This is an optimization exercise on Yosys and OpenROAD, whose aim is small area, a short achievable clock period and few clock cycles, not a production implementation.
Function was checked by simulation only, so behaviour that the tests miss may differ from the original.
Power and IR drop assume default switching activity.

oak:
==> flow/design.v <==
module alu(
    input logic clk,
    input logic rst,
    input logic in_alu,
    input logic[31:0] operand1,
    input logic[31:0] operand2,
    input logic [5:0]operation,
    input logic[5:0]op,
    input logic [4:0]shamt,
    output logic[31:0] result,
    output logic out_alu
);
localparam logic [1:0] ST_IDLE = 2'd0, ST_MUL = 2'd1, ST_DINIT = 2'd2, ST_DIV = 2'd3;
logic [1:0]  st;
logic [4:0]  cnt;
logic [31:0] rem;      
logic [4:0]  bdr;      
logic        swp;      
wire [31:0] A = operand1;
wire [31:0] B = operand2;
wire [3:0]  oc = operation[3:0];
wire op_add = (oc == 4'd13);
wire op_sub = (oc == 4'd1);
wire op_lt  = (oc == 4'd4);
wire op_gt  = (oc == 4'd5);
wire op_eq  = (oc == 4'd6);
wire op_sll = (oc == 4'd2);
wire op_srl = (oc == 4'd3);
wire op_sra = (oc == 4'd7);
wire op_rol = (oc == 4'd8) | (oc == 4'd10);
wire op_ror = (oc == 4'd9);
wire op_mul = (oc == 4'd11);
wire op_div = (oc == 4'd12);
wire op_cmp = op_lt | op_gt | op_eq;
wire idle    = (st == ST_IDLE);
wire s_mul   = (st == ST_MUL);
wire s_dinit = (st == ST_DINIT);
wire s_div   = (st == ST_DIV);
function automatic [7:0] sign_groups(input [31:0] x);
    logic z, o;
    z = ~x[31];
    o = x[31];
    sign_groups[7] = 1'b1;
    for (int g = 6; g >= 0; g--) begin
        z = z & ~(|x[4*g+3 +: 4]);
        o = o & (&x[4*g+3 +: 4]);
        sign_groups[g] = z | o;
    end
endfunction
function automatic [4:0] group_bits(input [31:0] x, input [2:0] g);
    logic [32:0] xe;
    xe = {x, 1'b0};
    group_bits = xe[{g, 2'b00} +: 5];
endfunction
function automatic [7:0] top_group(input [31:0] x, input [7:0] sgn);
    logic [32:0] xe;
    logic [4:0] b;
    logic [2:0] t;
    xe = {x, 1'b0};
    b = 5'd0;
    t = 3'd0;
    for (int g = 0; g < 8; g++)
        if (sgn[g] & ((g == 0) | ~sgn[(g == 0) ? 0 : g-1])) begin
            b = b | xe[4*g +: 5];
            t = t | g[2:0];
        end
    top_group = {t, b};
endfunction
wire [7:0] sga = sign_groups(A);
wire [7:0] sgb = sign_groups(B);
wire [7:0] tga = top_group(A, sga);
wire [7:0] tgb = top_group(B, sgb);
wire       swp_n = |(sga & ~sgb);     
wire [2:0] t0 = swp_n ? tga[7:5] : tgb[7:5];
wire [4:0] bd0 = swp_n ? tga[4:0] : tgb[4:0];
wire [31:0] dsrc  = swp ? A : B;
wire [31:0] mcand = rem;
function automatic [32:0] booth_pp(input [2:0] d, input [31:0] a);
    logic one, two, neg;
    logic [31:0] m;
    one = d[1] ^ d[0];
    two = (d[2] & ~d[1] & ~d[0]) | (~d[2] & d[1] & d[0]);
    neg = d[2];
    m = one ? a : (two ? {a[30:0], 1'b0} : 32'd0);
    booth_pp = {neg, m ^ {32{neg}}};
endfunction
wire [32:0] pplo = booth_pp(bdr[2:0], mcand);
wire [32:0] pphi = booth_pp(bdr[4:2], mcand);
wire [31:0] mx = {result[27:0], 1'b0, pphi[32], 1'b0, pplo[32]};
wire [31:0] my = pplo[31:0];
wire [31:0] mz = {pphi[29:0], 2'b00};
wire [31:0] csa_s = mx ^ my ^ mz;
wire [31:0] csa_c = {(mx[30:0] & my[30:0]) | (mx[30:0] & mz[30:0]) | (my[30:0] & mz[30:0]), 1'b0};
wire do_sub = s_div ? ~rem[31] : (~s_mul & ~op_add);
wire [31:0] ax = s_mul ? csa_s : (s_div ? {rem[30:0], result[31]} : A);
wire [31:0] ay = s_mul ? csa_c : (B ^ {32{do_sub}});
wire [31:0] pp = ax ^ ay;
wire [31:0] gg = ax & ay;
logic [31:0] pg [0:5];
logic [31:0] gl [0:5];
assign gl[0] = {gg[31:1], gg[0] | (pp[0] & do_sub)};
assign pg[0] = {pp[31:1], 1'b0};
genvar lv, bi;
generate for (lv = 0; lv < 5; lv++) begin : g_lv
    for (bi = 0; bi < 32; bi++) begin : g_bi
        if (((bi >> lv) & 1) == 1) begin : g_op
            localparam integer J = ((bi >> lv) << lv) - 1;
            assign gl[lv+1][bi] = gl[lv][bi] | (pg[lv][bi] & gl[lv][J]);
            assign pg[lv+1][bi] = pg[lv][bi] & pg[lv][J];
        end else begin : g_pass
            assign gl[lv+1][bi] = gl[lv][bi];
            assign pg[lv+1][bi] = pg[lv][bi];
        end
    end
end endgenerate
wire [32:0] asum = {gl[5][31], pp ^ {gl[5][30:0], do_sub}};
wire borrow = ~asum[32];             
wire eq = &pp;                       
wire lt = borrow;
wire gt = ~borrow & ~eq;
wire cmp_bit = (op_lt & lt) | (op_gt & gt) | (op_eq & eq);
wire left = s_dinit | op_sll | op_rol;
wire [4:0] samt = s_dinit ? ~cnt : shamt;
wire [4:0] n = left ? (~samt + 5'd1) : samt;
wire [63:0] rr = {A, A} >> n;
wire [31:0] rot = rr[31:0];
logic [31:0] m;
genvar gj;
generate for (gj = 0; gj < 32; gj++) begin : g_mask
    assign m[gj] = left ? (5'(gj) >= samt) : ((6'(gj) + {1'b0, samt}) <= 6'd31);
end endgenerate
wire is_rot = op_rol | op_ror;
wire [31:0] shv = is_rot ? rot : ((rot & m) | (~m & {32{op_sra & A[31]}}));
function automatic [5:0] bitlen(input [31:0] x);
    bitlen = 6'd0;
    for (int j = 0; j < 32; j++) if (x[j]) bitlen = j[5:0] + 6'd1;
endfunction
wire [5:0] sdiff = bitlen(A) - bitlen(B);
logic [31:0] res_n;
logic        out_n;
logic [1:0]  st_n;
logic [4:0]  cnt_n;
always_comb begin
    res_n = asum[31:0];
    out_n = 1'b0;
    st_n  = st;
    cnt_n = cnt - 5'd1;
    case (st)
    ST_IDLE: begin
        out_n = 1'b1;
        if (op_cmp) res_n = {31'd0, cmp_bit};
        else if (op_mul) begin
            res_n = 32'd0;
            out_n = 1'b0;
            st_n = ST_MUL;
            cnt_n = {2'b00, t0};
        end else if (op_div) begin
            res_n = 32'd0;
            out_n = lt;
            st_n = lt ? ST_IDLE : ST_DINIT;
            cnt_n = sdiff[4:0];
        end else if (!(op_add | op_sub)) res_n = shv;
    end
    ST_MUL: begin
        if (cnt[2:0] == 3'd0) begin
            out_n = 1'b1;
            st_n = ST_IDLE;
        end
    end
    ST_DINIT: begin
        res_n = shv;           
        cnt_n = cnt;
        st_n = ST_DIV;
    end
    default: begin
        res_n = {result[30:0], ~asum[31]};
        if (cnt == 5'd0) begin
            out_n = 1'b1;
            st_n = ST_IDLE;
        end
    end
    endcase
end
always_ff @(posedge clk) begin
    result <= res_n;
    cnt <= cnt_n;
    if (idle)         rem <= swp_n ? B : A;
    else if (s_dinit) rem <= rot & ~m;
    else if (s_div)   rem <= asum[31:0];
    bdr <= idle ? bd0 : group_bits(dsrc, cnt[2:0] - 3'd1);
    swp <= idle ? swp_n : swp;
    if (rst | ~in_alu) begin
        st <= ST_IDLE;
        out_alu <= 1'b0;
    end else begin
        st <= st_n;
        out_alu <= out_n;
    end
end
endmodule
Settings: LEC_CHECK=0, ABC_AREA=1, CAP_MARGIN=20, CORE_MARGIN=2, CORE_UTILIZATION=40, PLACE_DENSITY=0.6, SLEW_MARGIN=20; clock period 11.0 ns.
standard.sh (not shown) runs the stock make flow with config.mk's settings and CLKGATE_MAP_FILE= SYNTH_SCRIPT=/design/flow/synth_recipe.tcl, a recipe that flattens the netlist after the stock synthesis.
==> flow/flow/run.sh <==
#!/bin/bash
export SETUP_SLACK_MARGIN=5.5
bash standard.sh > standard.log 2>&1
oak went all the way through synthesis, placement and routing and the layout is clean on timing, DRC and antenna.
Testbench counts of oak, summed over its fixed seeds: cycles 4,604.
### oak -> pine
Settings: TNS_END_PERCENT: unset -> 0; SETUP_SLACK_MARGIN: unset -> 5.
==> flow/run.sh (new file) <==
#!/bin/bash
# synth_recipe.tcl (not shown) runs the flow's synth.tcl, then flattens the netlist and writes it again
# the make line also repeats each setting of config.mk as NAME=value (left out here)
make -C /OpenROAD-flow-scripts/flow DESIGN_CONFIG=/design/flow/config.mk WORK_HOME=/design/flow/orfs CLKGATE_MAP_FILE= SYNTH_SCRIPT=/design/flow/synth_recipe.tcl finish
removed: flow/flow/run.sh
removed: flow/standard.sh
Findings:
Taking oak as the reference, in pine part of the cycle the worst path needs saw an increase, final standard cell area without fillers saw a decrease, hold slack saw little to no change, multi-input combinational area share saw little to no change, clock period minus worst slack saw an increase. In the metrics for pine and oak, the one carrying the higher sequential portion of the cell area is pine. Diff oak -> pine: non-clock inverter instance count of the final layout saw a decrease, routed wire length saw a decrease, share of power burned in combinational logic saw a decrease, critical path depth saw a decrease.
The following lists how birch was set up differently from pine:
Settings: a deleted SETUP_SLACK_MARGIN that had been 5; a change of CORE_UTILIZATION from 40 to 45; an added GPL_ROUTABILITY_DRIVEN of 0; a deleted TNS_END_PERCENT that had been 0.
==> flow/flow/run.sh (new file) <==
#!/bin/bash
export BUFFER_PORTS_ARGS="-buffer_cell sky130_fd_sc_hd__buf_1"
export SETUP_SLACK_MARGIN=5.5
bash standard.sh > standard.log 2>&1
==> flow/standard.sh (new file) <==
#!/bin/bash
# synth_recipe.tcl (not shown) runs the flow's synth.tcl, then flattens the netlist and writes it again
# the make line also repeats each setting of config.mk as NAME=value (left out here)
make -C /OpenROAD-flow-scripts/flow DESIGN_CONFIG=/design/flow/config.mk WORK_HOME=/design/flow/orfs CLKGATE_MAP_FILE= SYNTH_SCRIPT=/design/flow/synth_recipe.tcl "${@:-finish}"
removed: flow/run.sh
[summary]
- Cmp birch and pine / relative slew slack / higher: birch
- birch: total of clock buffers placed in the layout is 1 lower than what pine reported.
- Compared with pine, in birch met3 layer wire length in the routed design increased by 1.7 mm relative to the old numbers, clock network fraction of total power about even, die area went down, final worst setup slack rose 720 ps, cell count shrank by 32.
- Summary of birch over pine: count of standard-cell rows now smaller, total routed wire length on the met1 layer -about 12%, internal power consumption shows a reduction of 10 uW.

==> port drivers added, routing unchanged <==
In the flow no input, the clock included, has a driving cell. The finished layouts below were timed again as built, in two steps.
Step 1 (the two cells are an assumption about what drives the block):
set clk [get_ports {clk}]
set_driving_cell -lib_cell sky130_fd_sc_hd__clkbuf_16 $clk
set_driving_cell -lib_cell sky130_fd_sc_hd__buf_2 [delete_from_list [all_inputs] $clk]
Step 2 times the ports against the registers' clock, not the clock port: input delays grow and output delays shrink by t, the midpoint of the rising clock arrivals with the driver on.
Three values: ideal ports, drivers, drivers and shift; two values: the first two.
run	t (ns)	setup WS [ns]	slew at the worst register clock pin (ns)
oak	0.429	5.481 / 5.500 / 5.071	0.09 / 0.09
pine	0.416	4.789 / 4.810 / 4.394	0.07 / 0.07
birch	0.414	5.507 / 5.506 / 5.092	0.07 / 0.07
After both steps setup and hold are still met in every run listed. For birch, which loses most, drivers alone change the setup slack by -0.001 ns; drivers and shift together by -0.415 ns.
